Context: an optimization exercise on an open-source flow, tuned for small area. The choices shown serve that exercise and are no tape-out recipe. Function was checked by simulation only, so behaviour that the tests miss may differ from the original. No activity file was given, so power comes from the tool's default toggle rates.

--- design/flow/design.v ---
`timescale 1ns / 1ps
module Elevator(input CLK,
					input rst,
					input [1:0] mode,
					input [3:0] request,
					output reg[3:0] currentFloor1,
					output reg[3:0] currentFloor2,
					output reg doorOpen1, 
					output reg doorOpen2, 
					output reg [3:0] listingLeds,
					output reg listBusy,
					output reg state);
integer taskCount; 
integer listIndex; 
integer i,j; 
reg [3:0]tasks[7:0]; 
integer task1,task2; 
integer isInList,deleted;
always@(posedge CLK)
begin
if(rst)
begin
	currentFloor1[3:0] = 1;
	currentFloor2[3:0] = 1;
	doorOpen1=1;
	doorOpen2=1;
	listingLeds=4'b0000;
	listBusy = 0;
	state = 0;
	for(i=0;i < 8;i=i+1) tasks[i]=4'b0000; 
	taskCount=0;
	task1=0;
	task2=0;
	listIndex=0;
end
else
begin
	if(mode==2'b00 && !listBusy) 
	begin
		isInList=0;
		if(taskCount!=8)
		begin
			for(j=0;j<8;j=j+1)
			begin
				if(tasks[j]==request)
				begin
					isInList=1;
				end
			end
			if(!isInList)
			begin
				tasks[taskCount]=request;
				taskCount=taskCount+1;
			end
		end
	end
	if(mode==2'b01 || listBusy) 
	begin
		listBusy=1; 
		if(listIndex==taskCount)
		begin
			listingLeds=4'b0000;
			listIndex=0;
			listBusy=0; 
		end
		else
		begin
			listingLeds=tasks[listIndex];
			listIndex=listIndex+1;
		end
	end
	if(mode==2'b10 && !listBusy) 
	begin
		j=0;
		deleted=0;
		for(i=0;i<8;i=i+1)  
		begin
			if(tasks[i]==request && request!=4'b0000)
			begin 
				j=i; 
				deleted=1;
				taskCount=taskCount-1;
			end
		end
		if(deleted)
		begin
		for(i=0;i<7;i=i+1)
		begin
				if(i>=j) tasks[i]=tasks[i+1];
		end
		tasks[7]=4'b0000;
		end
		i=0; 
	end
	if(mode==2'b11 && !listBusy) 
	begin
		state=1; 
		if(doorOpen1 && doorOpen2 && tasks[0]==0000)
		begin
			state=0;
		end
		else
		begin
			if(doorOpen1) 
			begin
				if(tasks[0]!=4'b0000) 
				begin
					task1=tasks[0];
					for(i=0;i<7;i=i+1) tasks[i]=tasks[i+1];
					tasks[7]=4'b0000;
					doorOpen1=0;
					taskCount=taskCount-1;
				end
			end
			if(!doorOpen1) 
			begin
				if(currentFloor1==task1 || currentFloor1==task1+1 || currentFloor1==task1-1) 
				begin
					doorOpen1=1;
				end
				if(currentFloor1!=task1) 
				begin
					currentFloor1=(task1>currentFloor1)? currentFloor1+1 : currentFloor1-1;
				end
			end
			if(doorOpen2) 
			begin
				if(tasks[0]!=4'b0000) 
				begin
					task2=tasks[0];
					for(i=0;i<7;i=i+1) tasks[i]=tasks[i+1];
					tasks[7]=4'b0000;
					doorOpen2=0;
					taskCount=taskCount-1;
				end
			end
			if(!doorOpen2) 
			begin
				if(currentFloor2==task2 || currentFloor2==task2+1 || currentFloor2==task2-1) 
				begin
					doorOpen2=1;
				end
				if(currentFloor2!=task2) 
				begin
					currentFloor2=(task2>currentFloor2)? currentFloor2+1 : currentFloor2-1;
				end
			end
		end
	end
end
end
endmodule
--- design/flow/run.sh ---
#!/bin/bash
# synth_recipe.tcl (not shown) runs the flow's synth.tcl, then flattens the netlist and writes it again
# the make line also repeats each setting of config.mk as NAME=value (left out here)
make -C /OpenROAD-flow-scripts/flow DESIGN_CONFIG=/design/flow/config.mk WORK_HOME=/design/flow/orfs CLKGATE_MAP_FILE= SYNTH_SCRIPT=/design/flow/synth_recipe.tcl finish
--- design/flow/config.mk ---
export PLATFORM = sky130hd
export DESIGN_NAME = Elevator
export DESIGN_NICKNAME = Elevator
export VERILOG_FILES = /design/flow/design.v
export SDC_FILE = /design/flow/constraint.sdc
export NUM_CORES = 4
export LEC_CHECK = 0
export CAP_MARGIN = 20
export CORE_MARGIN = 2
export CORE_UTILIZATION = 40
export SLEW_MARGIN = 20
--- design/flow/constraint.sdc ---
create_clock -name core_clock -period 18.0 [get_ports {CLK}]
set_input_delay 3.6000 -clock core_clock [delete_from_list [all_inputs] [get_ports {CLK}]]
set_output_delay 3.6000 -clock core_clock [all_outputs]
set_load 0.01 [all_outputs]
==> results.py <==
metrics = {
    "drt": {
        "first_iter_violations": 2591,
        "vias": 24089,
        "first_pass_iters": 6,
        "routedWlPerCell_um": 20.6,
        "antenna_left": 0,
        "drc": 0,
        "drt_wl_total_mm": 79.7,
        "post_drt_via_cell_ratio": 6.24,
    },
    "die": {
        "dieArea_mm2": 0.0588,
        "die_y_um": 242,
        "rows": 87,
        "fp.coreArea_mm2": 0.0563,
        "ioPinCount": 24,
        "initial_core_util_pct": 40.4,
        "die_w_um": 242,
    },
    "setup_path": {
        "critPathMostFrequentCell": "a31oi_1",
        "timing.critical_path.fanout_max": 18,
        "critPathBufInv": 5,
        "crit_required_ns": 18.33,
        "cpPeakStageDelay_ns": 0.83,
        "cp_top_family": "simple AND/OR/NAND/NOR gates",
        "crit_type": "input pin to flip-flop",
        "cp.arrival_ns": 17.44,
        "crit_path_start_kind": "input pin",
        "end_kind": "flip-flop",
        "cp_slowest_cell": "clkdlybuf4s50_1",
    },
    "cells_and_area": {
        "layout_common_cells": "nor2_1 (384), xnor2_1 (268), nand2_1 (239), dfxtp_1 (176), nand3_1 (151)",
        "drive_above_1_share_pct": 6.15,
        "stdcell_count": 3862,
        "fillers": 5791,
        "areaGrowthSynthToFinish_pct": 5.83,
        "fin_nets": 3143,
        "fin_util_pct": 42.8,
        "final_common_cell": "nor2_1",
        "diodes": 0,
    },
    "global_route": {
        "grt_pass1_vias": 22487,
        "grt_pass1_wl_mm": 127,
        "grt_use_total_pct": 26.5,
        "grt_most_used_layer": "met2",
        "use_met2_pct": 42.1,
        "met1_usage_pct": 37.0,
        "grt-ovfl-total": 0,
        "antenna_found_initial": 2,
        "met3_usage_pct": 3.95,
        "grt_max_degree": 86,
    },
    "power_and_ir_drop": {
        "p_clk_share_pct": 10.2,
        "power_uw": 3400,
        "p_per_area_mw_per_mm2": 141,
        "p_switching_uw": 1920,
        "p_leak_uw": 0.00847,
        "p_int_uw": 1480,
        "power.share.combinational_pct": 75.3,
        "power_frac_seq_pct": 14.5,
        "peakVddDrop_v": 0.000100,
        "power_switching_share_pct": 56.5,
    },
    "sta": {
        "slew_headroom_pct": 23.2,
        "tightest_slew_ns": 1.15,
        "setup_violations": 0,
        "grt_setup_unrepaired": "no",
        "fin_worst_skew_ns": 0.0130,
        "hold_viol_final": 0,
        "setup_ws_ns": 0.888,
        "maxSlewViolCount": 0,
        "finalCritPeriodShare_pct": 95.1,
        "period_needed_ns": 17.11,
        "setup_tns_ns": 0,
        "fmax_mhz": 58.4,
    },
    "logic_synthesis": {
        "ys_seq_elements": 176,
        "synth_compound_gate_area_share_pct": 22.1,
        "seq_area_frac_synth_pct": 15.5,
        "synth_edf_count": 0,
        "ys.flop_type": "dfxtp_1",
        "ys_async_sr_fraction_pct": 0,
        "synth_xor_area_share_pct": 17.0,
        "syn_nets": 3211,
        "synth_cell_types": 125,
        "synth_mux_area_share_pct": 3.82,
        "yosysWarnings": 2,
        "synth_area_mm2": 0.0228,
        "synthAdderAreaFrac_pct": 2.31,
        "synth_top_family_by_area": "simple AND/OR/NAND/NOR gates",
        "synthSimpleGateAreaFrac_pct": 35.4,
        "synth_cells": 3163,
        "syn_area_per_cell_um2": 7.19,
    },
    "clock_tree": {
        "cts-root-buf": "clkbuf_16",
        "cts.sinks": 176,
        "cts_tree": "built",
        "cts-htree-levels": 4,
        "cts_buffers": 17,
        "clockBufferDepth": 2,
        "holdBufCountCts": 0,
        "path_clk_slew_ns": 0.07,
        "worstSkewPairLatency_ns": 0.48,
    },
    "run_status": {
        "outcome": "timing/DRC/antenna clean",
    },
    "place": {
        "io_buffer_count": 23,
        "gp_congestion": 0.974,
        "hpwl_mm": 63.2,
        "dp_slack_ns": 0.683,
        "dp_cells": 3832,
    },
    "min_path": {
        "hold_class": "flip-flop to flip-flop",
    },
    "run": {
        "maxCapViolations": 0,
    },
}
-- synth_stat cells, types with 10 or more instances --
cell type	number	area share (%)
or2_2	24	0.66
nand3b_1	13	0.43
dfxtp_1	176	15
o21ai_1	10	0.22
nor3_1	115	2.5
a21o_1	20	0.66
mux2i_1	62	2.7
xnor2_1	268	10
nand3_1	151	3.3
o21a_1	19	0.63
ha_1	38	2.1
a31oi_1	28	0.77
nor4_1	92	2.5
and4_1	32	1.2
and2_1	96	2.6
a211o_1	17	0.65
a21oi_1	147	3.2
or3_1	39	1.1
inv_1	65	1.1
o31a_1	14	0.54
nor2_1	385	6.4
buf_2	19	0.42
nor2b_1	13	0.36
clkbuf_1	100	1.6
nand2b_1	26	0.71
mux2_2	22	1.1
and3_1	52	1.4
xor2_1	149	5.7
o31ai_1	29	0.96
a211oi_1	48	1.6
or4_1	30	0.99
o21ai_0	135	3.0
o211ai_1	39	1.3
nor3b_1	19	0.63
o2111ai_1	12	0.46
o22ai_1	41	1.1
nand4_1	82	2.3
nand2_1	239	3.9
-- worst paths after layout --
kind                   from        endpoint  slack (ns)  cells after the start
max              request[3]   taskCount[28]        0.89                     47
min reg2reg  listingLeds[3]  listingLeds[3]        0.46                      2
max reg2reg    taskCount[0]   taskCount[28]        4.21                     49
min          listingLeds[3]  listingLeds[3]        0.46                      2
-- cell type report --
type,instances,area (um2),share of cell area (%)
multi-input cells,2780,18400,76.4
flip-flops and latches,176,3520,14.6
well taps,756,946,3.93
repair buffers,53,455,1.89
clock buffers,19,433,1.80
inverters,67,251,1.04
clock inverters,11,85.1,0.353
-- through the flow --
stage | cell area, um2 | hold WS [ns]
floorplan | 22800 | 0.460
global placement | 23500 | 0.440
detailed placement | 23500 | 0.447
CTS | 24100 | 0.465
global route | 24100 | 0.510
finish | 24100 | 0.464
-- power groups by stage --
stage | registers [uW] | logic (uW) | clock network, uW
floorplan | 466 | 1910 | 0
global placement | 501 | 2450 | 0
detailed placement | 500 | 2480 | 0
CTS | 492 | 2500 | 356
global route | 499 | 2800 | 368
finish | 495 | 2560 | 347
-- cell families after synthesis --
family,after synthesis
buffers and inverters,207
AO/OA/AOI/OAI,726
flip-flops,176
XOR/XNOR,427
multiplexers,84
adder cells (fa/ha/maj),41
AND/OR/NAND/NOR,1502
-- flip-flops by register name (all words and copies together), names as in the netlist --
name / flops
listIndex: 32
task1: 32
task2: 32
taskCount: 32
tasks: 32
currentFloor1: 4
currentFloor2: 4
listingLeds: 4
doorOpen1: 1
doorOpen2: 1
listBusy: 1
state: 1
-- per-layer routing --
layer | routed length (um) | vias to the layer above
li1 | - | 11605
met1 | 37200 | 11464
met2 | 35600 | 911
met3 | 5250 | 107
met4 | 1690 | 2
met5 | 11 | -
-- tightest hold or removal path, stage by stage (launching register included) --
cell and delay (ns):
dfxtp_1 0.33, nand2_1 0.04, o21ai_0 0.06
-- what timing repair did --
action                     in CTS  in global routing
buffers inserted                0                  0
setup endpoints to repair       0                  5
resized for setup               0                  2

## port drivers added, routing unchanged
In the flow no input, the clock included, has a driving cell. The finished layout below was timed again as built, in two steps. Step 1, drivers: a clkbuf_16 drives CLK and a buf_2 each remaining input, both assumed. Step 2 moves the port delays by t, midway between the first and last clock arrival at a register: inputs arrive t later, outputs are due t later. That takes back most of the time a late clock gives input paths. Three values: ideal ports, drivers, drivers and shift; two values: the first two.
t, ns: 0.536
slack for setup (ns): 0.888 / 0.920 / 0.384
clock arrival spread, ns: 0.013 / 0.013
cell pins on the clock port's net: 1
After both steps setup and hold are still met in this run. The setup slack of this run moves by +0.032 ns with the drivers and by -0.504 ns with both steps.
